From an optimization exercise on the open Yosys and OpenROAD flow, aimed at small area; shortcuts taken in it are not production practice.
Only simulation tests tie the RTL to the original design; equivalence was not proved.
The clock port is modelled as an ideal driver; clocking choices that lean on that would not hold on a real chip.

==> job 3295: inputs <==
==> flow/design.v (excerpt) <==
module fifo (clk,reset,renb,wenb,din,dout,empty,full);
  input logic clk, reset;
  input logic renb, wenb;
  input logic [7:0] din;
  output logic [7:0] dout;
  output logic empty, full;
  logic [7:0] mem[16];
  logic [3:0] rp;
  logic rd, wr;
  assign rd = renb & ~empty;
  assign wr = wenb & ~full & ~rd;
  assign full = ~empty & (&rp);
  always @(posedge clk) begin
    if (reset) begin
      rp    <= 4'hf;
      empty <= 1'b1;
    end else if (rd) begin
      rp    <= rp - 4'd1;
      empty <= (rp == 4'd0);
    end else if (wr) begin
      rp    <= rp + 4'd1;
      empty <= 1'b0;
    end
  end
  logic [7:0] rdata;
  always_comb begin
    rdata = 8'b0;
    for (int k = 0; k < 16; k++)
      rdata = rdata | ({8{~reset && rp == k}} & mem[k]);
  end
  always @(posedge clk) begin
    if (rd | reset) dout <= rdata;
  end
  integer i;
  always @(posedge clk) begin
    if (wr & ~reset) begin
      mem[0] <= din;
      for (i = 1; i < 16; i = i + 1) mem[i] <= mem[i-1];
    end
  end
endmodule
==> module fifo, before the edit <==
module fifo (clk,reset,renb,wenb,din,dout,empty,full);
  input logic clk, reset;
  input logic renb, wenb;
  input logic [7:0] din;
  output logic [7:0] dout;
  output logic empty, full;
  logic [7:0] mem[16];
  logic [3:0] rp;
  logic rd, wr;
  assign rd = renb & ~empty;
  assign wr = wenb & ~full & ~rd;
  assign full = ~empty & (&rp);
  always @(posedge clk) begin
    if (reset) begin
      rp    <= 4'hf;
      empty <= 1'b1;
    end else if (rd) begin
      rp    <= rp - 4'd1;
      empty <= (rp == 4'd0);
    end else if (wr) begin
      rp    <= rp + 4'd1;
      empty <= 1'b0;
    end
  end
  logic [7:0] rdata;
  always_comb begin
    rdata = 8'b0;
    for (int k = 0; k < 16; k++)
      rdata = rdata | ({8{~reset && rp == k}} & mem[k]);
  end
  always @(posedge clk) begin
    if (rd | reset) dout <= rdata;
  end
  integer i;
  always @(posedge clk) begin
    if (wr & ~reset) begin
      mem[0] <= din;
      for (i = 1; i < 16; i = i + 1) mem[i] <= mem[i-1];
    end
  end
endmodule
Settings: LEC_CHECK=0, CAP_MARGIN=20, CORE_MARGIN=2, CORE_UTILIZATION=40, PLACE_DENSITY=0.6, SLEW_MARGIN=20; clock period 5.0 ns.
standard.sh (not shown) runs the stock make flow with config.mk's settings and CLKGATE_MAP_FILE= SYNTH_SCRIPT=/design/flow/synth_recipe.tcl, a recipe that flattens the netlist after the stock synthesis.
==> flow/flow/run.sh <==
#!/bin/bash
# The standard layout with three changes:
#  - synthesis maps logic with an area-oriented ABC script (flow/synth.tcl);
#  - clock tree of small clock buffers without dummy loads;
#  - minimum-size port buffers.
# Each make run writes its full output to its own log file here.
set -euo pipefail
work=$(pwd)
export AREA_ABC_SCRIPT=$work/flow/area.abc
export FLOW_SYNTH_TCL=$work/synth_recipe.tcl
export CTS_ARGS="-sink_clustering_enable -repair_clock_nets -dont_use_dummy_load -buf_list sky130_fd_sc_hd__clkbuf_4"
export BUFFER_PORTS_ARGS="-buffer_cell sky130_fd_sc_hd__buf_1"
sed "s#SYNTH_SCRIPT=[^ ]*#SYNTH_SCRIPT=$work/flow/synth.tcl#" standard.sh > own_standard.sh
grep -q "SYNTH_SCRIPT=$work/flow/synth.tcl" own_standard.sh
bash own_standard.sh synth > make_synth.log 2>&1
bash own_standard.sh finish > make_finish.log 2>&1
==> flow/flow/area.abc <==
strash
&get -n
&st
&dch
&nf -R 1000
&put
strash
&get -n
&st
&dch
&nf -R 1000
&put
==> flow/flow/synth.tcl <==
# The standard synthesis (synth_recipe.tcl, sourced unchanged) with one
# difference: Yosys's abc call maps the logic with flow/area.abc, an
# area-oriented ABC script, in place of ORFS's speed script.
proc abc {args} {
  set i [lsearch -exact $args -script]
  if { $i >= 0 } { lset args [expr {$i + 1}] $::env(AREA_ABC_SCRIPT) }
  puts "abc (area script): $args"
  yosys abc {*}$args
}
source $::env(FLOW_SYNTH_TCL)
==> job 1621 (differences from job 3295) <==
--- a/flow/design.v
+++ b/flow/design.v
@@ -12,12 +12,19 @@
   assign full = ~empty & (&rp);
+  logic mv;
+  logic [3:0] t, rp_next;
+  assign mv = rd | wr;
+  assign t  = rp ^ {4{rd}};
+  assign rp_next[0] = rp[0] ^ mv;
+  assign rp_next[1] = rp[1] ^ (mv & t[0]);
+  assign rp_next[2] = rp[2] ^ (mv & t[0] & t[1]);
+  assign rp_next[3] = rp[3] ^ (mv & t[0] & t[1] & t[2]);
   always @(posedge clk) begin
-    if (reset) begin
-      rp    <= 4'hf;
-      empty <= 1'b1;
-    end else if (rd) begin
-      rp    <= rp - 4'd1;
-      empty <= (rp == 4'd0);
-    end else if (wr) begin
-      rp    <= rp + 4'd1;
-      empty <= 1'b0;
+    rp    <= rp_next | {4{reset}};
+    empty <= reset | (rd & (rp == 4'd0)) | (empty & ~wr);
+  end
+  logic [3:0] lo, hi;
+  always_comb begin
+    for (int k = 0; k < 4; k++) begin
+      lo[k] = (rp[1:0] == k);
+      hi[k] = (rp[3:2] == k) & ~reset;
     end
@@ -28,3 +35,3 @@
     for (int k = 0; k < 16; k++)
-      rdata = rdata | ({8{~reset && rp == k}} & mem[k]);
+      rdata = rdata | ({8{hi[k/4] & lo[k%4]}} & mem[k]);
   end
@@ -35,3 +42,3 @@
   always @(posedge clk) begin
-    if (wr & ~reset) begin
+    if (wr) begin
       mem[0] <= din;
==> flow/flow/run.sh (replaced) <==
#!/bin/bash
# The standard layout with these changes:
#  - synthesis maps logic with area-oriented ABC scripts (flow/synth.tcl);
#  - clock tree of small clock buffers without dummy loads;
#  - minimum-size port buffers;
#  - global routing's power recovery downsizes cells off the critical path.
# Each make run writes its full output to its own log file here.
set -euo pipefail
work=$(pwd)
export OWN_FLOW_DIR=$work/flow
export OWN_FLOW_WORK=$work
export FLOW_SYNTH_TCL=$work/synth_recipe.tcl
export CTS_ARGS="-sink_clustering_enable -repair_clock_nets -dont_use_dummy_load -buf_list sky130_fd_sc_hd__clkbuf_4"
export BUFFER_PORTS_ARGS="-buffer_cell sky130_fd_sc_hd__buf_1"
export RECOVER_POWER=100
sed "s#SYNTH_SCRIPT=[^ ]*#SYNTH_SCRIPT=$work/flow/synth.tcl#" standard.sh > own_standard.sh
grep -q "SYNTH_SCRIPT=$work/flow/synth.tcl" own_standard.sh
bash own_standard.sh synth > make_synth.log 2>&1
bash own_standard.sh finish > make_finish.log 2>&1
==> flow/flow/abc1.abc (new file) <==
strash
&get -n
&st
&dch
&nf -R 1000
&put
strash
&get -n
&st
&dch
&nf -R 1000
&put
==> flow/flow/abc2.abc (new file) <==
strash
&get -n
&st
&dc2
&dch -f
&nf -R 2000
&put
==> flow/flow/abc3.abc (new file) <==
strash
&get -n
&st
&dch
&nf -R 1000
&put
strash
&get -n
&st
&dch
&nf -R 1000
&put
strash
&get -n
&st
&dch
&nf -R 1000
&put
strash
&get -n
&st
&dch
&nf -R 1000
&put
==> flow/flow/abc4.abc (new file) <==
strash
&get -n
&st
&dch
&nf -R 1000
&put
strash
&get -n
&st
&dch
&nf -R 1000
&put
strash
&get -n
&st
&dch
&nf -R 1000
&put
strash
&get -n
&st
&dch
&nf -R 1000
&put
strash
&get -n
&st
&dch
&nf -R 1000
&put
strash
&get -n
&st
&dch
&nf -R 1000
&put
strash
&get -n
&st
&dch
&nf -R 1000
&put
strash
&get -n
&st
&dch
&nf -R 1000
&put
==> flow/flow/abc5.abc (new file) <==
strash
&get -n
&st
&dch
&nf -R 1000
&put
strash
&get -n
&st
&dch
&nf -R 1000
&put
strash
&get -n
&st
&dch
&nf -R 1000
&put
strash
&get -n
&st
&dch
&nf -R 1000
&put
strash
&get -n
&st
&dch
&nf -R 1000
&put
strash
&get -n
&st
&dch
&nf -R 1000
&put
strash
&get -n
&st
&dch
&nf -R 1000
&put
strash
&get -n
&st
&dch
&nf -R 1000
&put
strash
&get -n
&st
&dch
&nf -R 1000
&put
strash
&get -n
&st
&dch
&nf -R 1000
&put
==> flow/flow/abc6.abc (new file) <==
strash
&get -n
&st
&dch
&nf -R 1000
&put
strash
&get -n
&st
&dch
&nf -R 1000
&put
strash
&get -n
&st
&dch
&nf -R 1000
&put
strash
&get -n
&st
&dch
&nf -R 1000
&put
strash
&get -n
&st
&dch
&nf -R 1000
&put
strash
&get -n
&st
&dch
&nf -R 1000
&put
strash
&get -n
&st
&dch
&nf -R 1000
&put
strash
&get -n
&st
&dch
&nf -R 1000
&put
strash
&get -n
&st
&dch
&nf -R 1000
&put
strash
&get -n
&st
&dch
&nf -R 1000
&put
strash
&get -n
&st
&dch
&nf -R 1000
&put
strash
&get -n
&st
&dch
&nf -R 1000
&put
strash
&get -n
&st
&dch
&nf -R 1000
&put
strash
&get -n
&st
&dch
&nf -R 1000
&put
strash
&get -n
&st
&dch
&nf -R 1000
&put
strash
&get -n
&st
&dch
&nf -R 1000
&put
strash
&get -n
&st
&dch
&nf -R 1000
&put
strash
&get -n
&st
&dch
&nf -R 1000
&put
strash
&get -n
&st
&dch
&nf -R 1000
&put
strash
&get -n
&st
&dch
&nf -R 1000
&put
==> flow/flow/synth.tcl (replaced) <==
# The standard synthesis (synth_recipe.tcl, sourced unchanged) with one
# difference: Yosys's abc call maps the logic with each of the area-oriented
# ABC scripts flow/abc*.abc in turn and keeps the mapping with the smallest
# cell area.
proc abc {args} {
  set i [lsearch -exact $args -script]
  set lib [lindex $args [expr {[lsearch -exact $args -liberty] + 1}]]
  yosys design -save my_pre_abc
  set best ""
  set best_area 1e18
  foreach s [lsort [glob $::env(OWN_FLOW_DIR)/abc*.abc]] {
    yosys design -load my_pre_abc
    set a $args
    lset a [expr {$i + 1}] $s
    yosys abc {*}$a
    yosys tee -q -o $::env(OWN_FLOW_WORK)/abc_try.txt stat -liberty $lib
    set f [open $::env(OWN_FLOW_WORK)/abc_try.txt]
    set txt [read $f]
    close $f
    regexp {Chip area for module[^:]*:\s*([0-9.]+)} $txt -> area
    puts "abc script $s: area $area"
    if { $area < $best_area } {
      set best_area $area
      set best $s
    }
  }
  puts "abc script chosen: $best (area $best_area)"
  yosys design -load my_pre_abc
  lset args [expr {$i + 1}] $best
  yosys abc {*}$args
}
source $::env(FLOW_SYNTH_TCL)
removed: flow/flow/area.abc
==> job 4607 (differences from job 3295) <==
==> flow/design.v (replaced) <==
module fifo (clk,reset,renb,wenb,din,dout,empty,full);
  input logic clk, reset;
  input logic renb, wenb;
  input logic [7:0] din;
  output logic [7:0] dout;
  output logic empty, full;
  logic [7:0] mem[16];
  logic [3:0] rp;
  logic rd, wr;
  assign rd = renb & ~empty;
  assign wr = wenb & ~full & ~rd;
  assign full = ~empty & (&rp);
  logic mv;
  logic [3:0] t, rp_next;
  assign mv = rd | wr;
  assign t  = rp ^ {4{rd}};
  assign rp_next[0] = rp[0] ^ mv;
  assign rp_next[1] = rp[1] ^ (mv & t[0]);
  assign rp_next[2] = rp[2] ^ (mv & t[0] & t[1]);
  assign rp_next[3] = rp[3] ^ (mv & t[0] & t[1] & t[2]);
  always @(posedge clk) begin
    rp    <= rp_next | {4{reset}};
    empty <= reset | (rd & (rp == 4'd0)) | (empty & ~wr);
  end
  logic [3:0] lo, hi;
  logic hold;
  always_comb begin
    for (int k = 0; k < 4; k++) begin
      lo[k] = (rp[1:0] == k);
      hi[k] = (rp[3:2] == k) & rd & ~reset;
    end
  end
  assign hold = ~rd & ~reset;
  logic [7:0] dnext;
  always_comb begin
    dnext = {8{hold}} & dout;
    for (int k = 0; k < 16; k++)
      dnext = dnext | ({8{hi[k/4] & lo[k%4]}} & mem[k]);
  end
  always @(posedge clk) dout <= dnext;
  integer i;
  always @(posedge clk) begin
    if (wr) begin
      mem[0] <= din;
      for (i = 1; i < 16; i = i + 1) mem[i] <= mem[i-1];
    end
  end
endmodule
==> flow/flow/run.sh (replaced) <==
#!/bin/bash
# The standard layout with these changes:
#  - synthesis maps logic with area-oriented ABC scripts (flow/synth.tcl);
#  - clock tree of small clock buffers without dummy loads;
#  - minimum-size port buffers;
#  - after clock tree synthesis, oversized logic cells and buffers are shrunk
#    (flow/post_cts.tcl, flow/downsize.tcl).
# Each make run writes its full output to its own log file here.
set -euo pipefail
work=$(pwd)
export OWN_FLOW_DIR=$work/flow
export OWN_FLOW_WORK=$work
export FLOW_SYNTH_TCL=$work/synth_recipe.tcl
export CTS_ARGS="-sink_clustering_enable -repair_clock_nets -dont_use_dummy_load -buf_list sky130_fd_sc_hd__clkbuf_4"
export BUFFER_PORTS_ARGS="-buffer_cell sky130_fd_sc_hd__buf_1"
export POST_CTS_TCL=$work/flow/post_cts.tcl
sed "s#SYNTH_SCRIPT=[^ ]*#SYNTH_SCRIPT=$work/flow/synth.tcl#" standard.sh > own_standard.sh
grep -q "SYNTH_SCRIPT=$work/flow/synth.tcl" own_standard.sh
bash own_standard.sh synth > make_synth.log 2>&1
bash own_standard.sh finish > make_finish.log 2>&1
==> flow/flow/abc1.abc (new file) <==
strash
&get -n
&st
&dch
&nf -R 1000
&put
strash
&get -n
&st
&dch
&nf -R 1000
&put
==> flow/flow/abc2.abc (new file) <==
strash
&get -n
&st
&dc2
&dch -f
&nf -R 2000
&put
==> flow/flow/abc3.abc (new file) <==
strash
&get -n
&st
&dch
&nf -R 1000
&put
strash
&get -n
&st
&dch
&nf -R 1000
&put
strash
&get -n
&st
&dch
&nf -R 1000
&put
strash
&get -n
&st
&dch
&nf -R 1000
&put
==> flow/flow/abc4.abc (new file) <==
strash
&get -n
&st
&dch
&nf -R 1000
&put
strash
&get -n
&st
&dch
&nf -R 1000
&put
strash
&get -n
&st
&dch
&nf -R 1000
&put
strash
&get -n
&st
&dch
&nf -R 1000
&put
strash
&get -n
&st
&dch
&nf -R 1000
&put
strash
&get -n
&st
&dch
&nf -R 1000
&put
strash
&get -n
&st
&dch
&nf -R 1000
&put
strash
&get -n
&st
&dch
&nf -R 1000
&put
==> flow/flow/abc5.abc (new file) <==
strash
&get -n
&st
&dch
&nf -R 1000
&put
strash
&get -n
&st
&dch
&nf -R 1000
&put
strash
&get -n
&st
&dch
&nf -R 1000
&put
strash
&get -n
&st
&dch
&nf -R 1000
&put
strash
&get -n
&st
&dch
&nf -R 1000
&put
strash
&get -n
&st
&dch
&nf -R 1000
&put
strash
&get -n
&st
&dch
&nf -R 1000
&put
strash
&get -n
&st
&dch
&nf -R 1000
&put
strash
&get -n
&st
&dch
&nf -R 1000
&put
strash
&get -n
&st
&dch
&nf -R 1000
&put
==> flow/flow/abc6.abc (new file) <==
strash
&get -n
&st
&dch
&nf -R 1000
&put
strash
&get -n
&st
&dch
&nf -R 1000
&put
strash
&get -n
&st
&dch
&nf -R 1000
&put
strash
&get -n
&st
&dch
&nf -R 1000
&put
strash
&get -n
&st
&dch
&nf -R 1000
&put
strash
&get -n
&st
&dch
&nf -R 1000
&put
strash
&get -n
&st
&dch
&nf -R 1000
&put
strash
&get -n
&st
&dch
&nf -R 1000
&put
strash
&get -n
&st
&dch
&nf -R 1000
&put
strash
&get -n
&st
&dch
&nf -R 1000
&put
strash
&get -n
&st
&dch
&nf -R 1000
&put
strash
&get -n
&st
&dch
&nf -R 1000
&put
strash
&get -n
&st
&dch
&nf -R 1000
&put
strash
&get -n
&st
&dch
&nf -R 1000
&put
strash
&get -n
&st
&dch
&nf -R 1000
&put
strash
&get -n
&st
&dch
&nf -R 1000
&put
strash
&get -n
&st
&dch
&nf -R 1000
&put
strash
&get -n
&st
&dch
&nf -R 1000
&put
strash
&get -n
&st
&dch
&nf -R 1000
&put
strash
&get -n
&st
&dch
&nf -R 1000
&put
==> flow/flow/downsize.tcl (new file) <==
# Greedy area recovery: swap each logic cell to the smallest cell of the same
# family (same name stem, e.g. nor2_4 -> nor2_1) that keeps the design free of
# max-slew/max-cap violations, keeps the cell's estimated output slew under
# margin * 1.5 ns (the library limit), and keeps setup/hold slack above a
# floor.
proc own_downsize { {slack_floor 0.5} {margin 0.7} } {
  set changed 0
  foreach inst [get_cells *] {
    set name [get_property $inst name]
    set ref [get_property $inst ref_name]
    if { ![regexp {^(sky130_fd_sc_hd__[a-z0-9]+)_([0-9]+)$} $ref -> stem drive] } { continue }
    if { [string match "*df*" $stem] || [string match "*clk*" $stem] || [string match "*tap*" $stem] \
         || [string match "*fill*" $stem] || [string match "*decap*" $stem] || [string match "*diode*" $stem] \
         || [string match "*conb*" $stem] } { continue }
    set cands {}
    foreach lc [get_lib_cells ${stem}_*] {
      set n [get_property $lc name]
      if { ![regexp {_([0-9]+)$} $n -> d] } { continue }
      if { $d >= $drive } { continue }
      lappend cands [list $d $n]
    }
    foreach c [lsort -integer -index 0 $cands] {
      set new [lindex $c 1]
      replace_cell $inst $new
      estimate_parasitics -placement
      set ok 1
      if { [sta::max_slew_violation_count] > 0 || [sta::max_capacitance_violation_count] > 0 } { set ok 0 }
      if { $ok } {
        foreach pin [get_pins -of_objects $inst -filter "direction==output"] {
          set net [get_nets -of_objects $pin]
          if { [get_property $pin slew_max] > 1.5 * $margin } { set ok 0 }
        }
      }
      if { $ok && [sta::worst_slack -max] < $slack_floor } { set ok 0 }
      if { $ok && [sta::worst_slack -min] < 0.1 } { set ok 0 }
      if { $ok } {
        puts "downsize: $name $ref -> $new"
        incr changed
        break
      }
      replace_cell $inst $ref
    }
  }
  estimate_parasitics -placement
  puts "downsize: $changed cells downsized"
}
==> flow/flow/post_cts.tcl (new file) <==
# After clock tree synthesis and its timing repair: shrink logic cells and
# buffers that placement's repair made larger than needed (kept only where the
# estimated output slew stays under 0.6 ns, well inside the library's 1.5 ns,
# since placement estimates run below the final extraction), then legalize.
source $::env(OWN_FLOW_DIR)/downsize.tcl
own_downsize 0.5 0.4
detailed_placement
check_placement -verbose
==> flow/flow/synth.tcl (replaced) <==
# The standard synthesis (synth_recipe.tcl, sourced unchanged) with one
# difference: Yosys's abc call maps the logic with each of the area-oriented
# ABC scripts flow/abc*.abc in turn and keeps the mapping with the smallest
# cell area.
proc abc {args} {
  set i [lsearch -exact $args -script]
  set lib [lindex $args [expr {[lsearch -exact $args -liberty] + 1}]]
  yosys design -save my_pre_abc
  set best ""
  set best_area 1e18
  foreach s [lsort [glob $::env(OWN_FLOW_DIR)/abc*.abc]] {
    yosys design -load my_pre_abc
    set a $args
    lset a [expr {$i + 1}] $s
    yosys abc {*}$a
    yosys tee -q -o $::env(OWN_FLOW_WORK)/abc_try.txt stat -liberty $lib
    set f [open $::env(OWN_FLOW_WORK)/abc_try.txt]
    set txt [read $f]
    close $f
    regexp {Chip area for module[^:]*:\s*([0-9.]+)} $txt -> area
    puts "abc script $s: area $area"
    if { $area < $best_area } {
      set best_area $area
      set best $s
    }
  }
  puts "abc script chosen: $best (area $best_area)"
  yosys design -load my_pre_abc
  lset args [expr {$i + 1}] $best
  yosys abc {*}$args
}
source $::env(FLOW_SYNTH_TCL)
CORE_UTILIZATION = 60   (was 40)
PLACE_DENSITY = 0.8   (was 0.6)
removed: flow/flow/area.abc
==> flow_summary.toml <==
[critical_path]
cpPeakStageDelay_ns = 0.91
path_delay_family = "simple AND/OR/NAND/NOR gates"
crit_path_cell_trace = "buf_1 -> nand2b_1 -> nor2_4 -> buf_12"
arrival_ns = 3.00
cpMaxStageDelayCell = "nor2_4"

[grt]
met1_usage = 0.211

[synth]
seq_area_frac_synth = 0.825

[cts]
clk_path_buf_depth = 2

[power_and_ir_drop]
clk-power_uw = 490

[cells_and_area]
diodes = 1

[placed_design]
pre_cts_ws_ns = 1.61

[run_status]
status = "finished clean"
Source of the figures above: job 3295

==> flow_summary.toml <==
[run_status]
status = "finished clean"

[power_and_ir_drop]
clk-power_uw = 476

[critical_path]
crit_path_cell_trace = "buf_1 -> nand2b_1 -> nor2_1 -> nand3b_1 -> nor3_1 -> buf_1 -> a222oi_1 -> nand4_1 -> a221oi_1 -> nand3_1"
cpMaxStageDelayCell = "nor3_1"
path_delay_family = "simple AND/OR/NAND/NOR gates"
worstSetupPathType = "in -> reg"
crit_start = "renb"
cpPeakStageDelay_ns = 0.59
arrival_ns = 3.24

[cells_and_area]
seq_share = 0.776
diodes = 0

[placed_design]
pre_cts_ws_ns = 1.96

[grt]
met1_usage = 0.334
grt_use_met3 = 0.0798

[synth]
seq_area_frac_synth = 0.834
Source of the figures above: job 4607

==> flow_summary.toml <==
[placed_design]
pre_cts_ws_ns = 1.91

[critical_path]
cpPeakStageDelay_ns = 1.42
cpMaxStageDelayCell = "clkbuf_2"
crit_path_cell_trace = "nand2_1 -> nor3_1 -> nand2b_1 -> nor2b_4 -> clkbuf_2 -> a21oi_1 -> a21oi_1 -> o21ai_0"
arrival_ns = 3.56

[synth]
seq_area_frac_synth = 0.845

[job]
maxCapViolations = 1

[grt]
met1_usage = 0.244

[run_status]
status = "complete, but fails checks"
so_faults = "capacitance limit, slew limit"

[timing]
finalMaxSlewViolations = 83
Source of the figures above: job 1621

## re-timing with driven ports
How much do the figures lean on ideal ports? The routed layouts below were timed once more, with nothing changed but the port constraints.
Step 1 (the two cells are an assumption about what drives the block):
set clk [get_ports {clk}]
set_driving_cell -lib_cell sky130_fd_sc_hd__clkbuf_16 $clk
set_driving_cell -lib_cell sky130_fd_sc_hd__buf_2 [delete_from_list [all_inputs] $clk]
Step 2 adds t to the input delays and takes it off the output delays; t is the mean of the earliest and latest rising clock arrival at the registers after step 1. Input paths then give back, and output paths get back, about the clock's delay inside the block.
a / b / c = ideal ports / drivers / drivers and shift; a / b = the first two.
| run | t, ns | setup WS [ns] | worst setup path after step 2 | worst slew at a driven data input, ns |
|---|---|---|---|---|
| job 3295 | 0.559 | 2.207 / 2.185 / 1.659 | input to register | 0.03 |
| job 1621 | 0.535 | 1.842 / 1.842 / 1.457 | input to register | 0.03 |
| job 4607 | 0.524 | 2.199 / 2.198 / 1.674 | input to register | 0.03 |
For job 3295, which loses most, drivers alone change the setup slack by -0.022 ns; drivers and shift together by -0.548 ns.
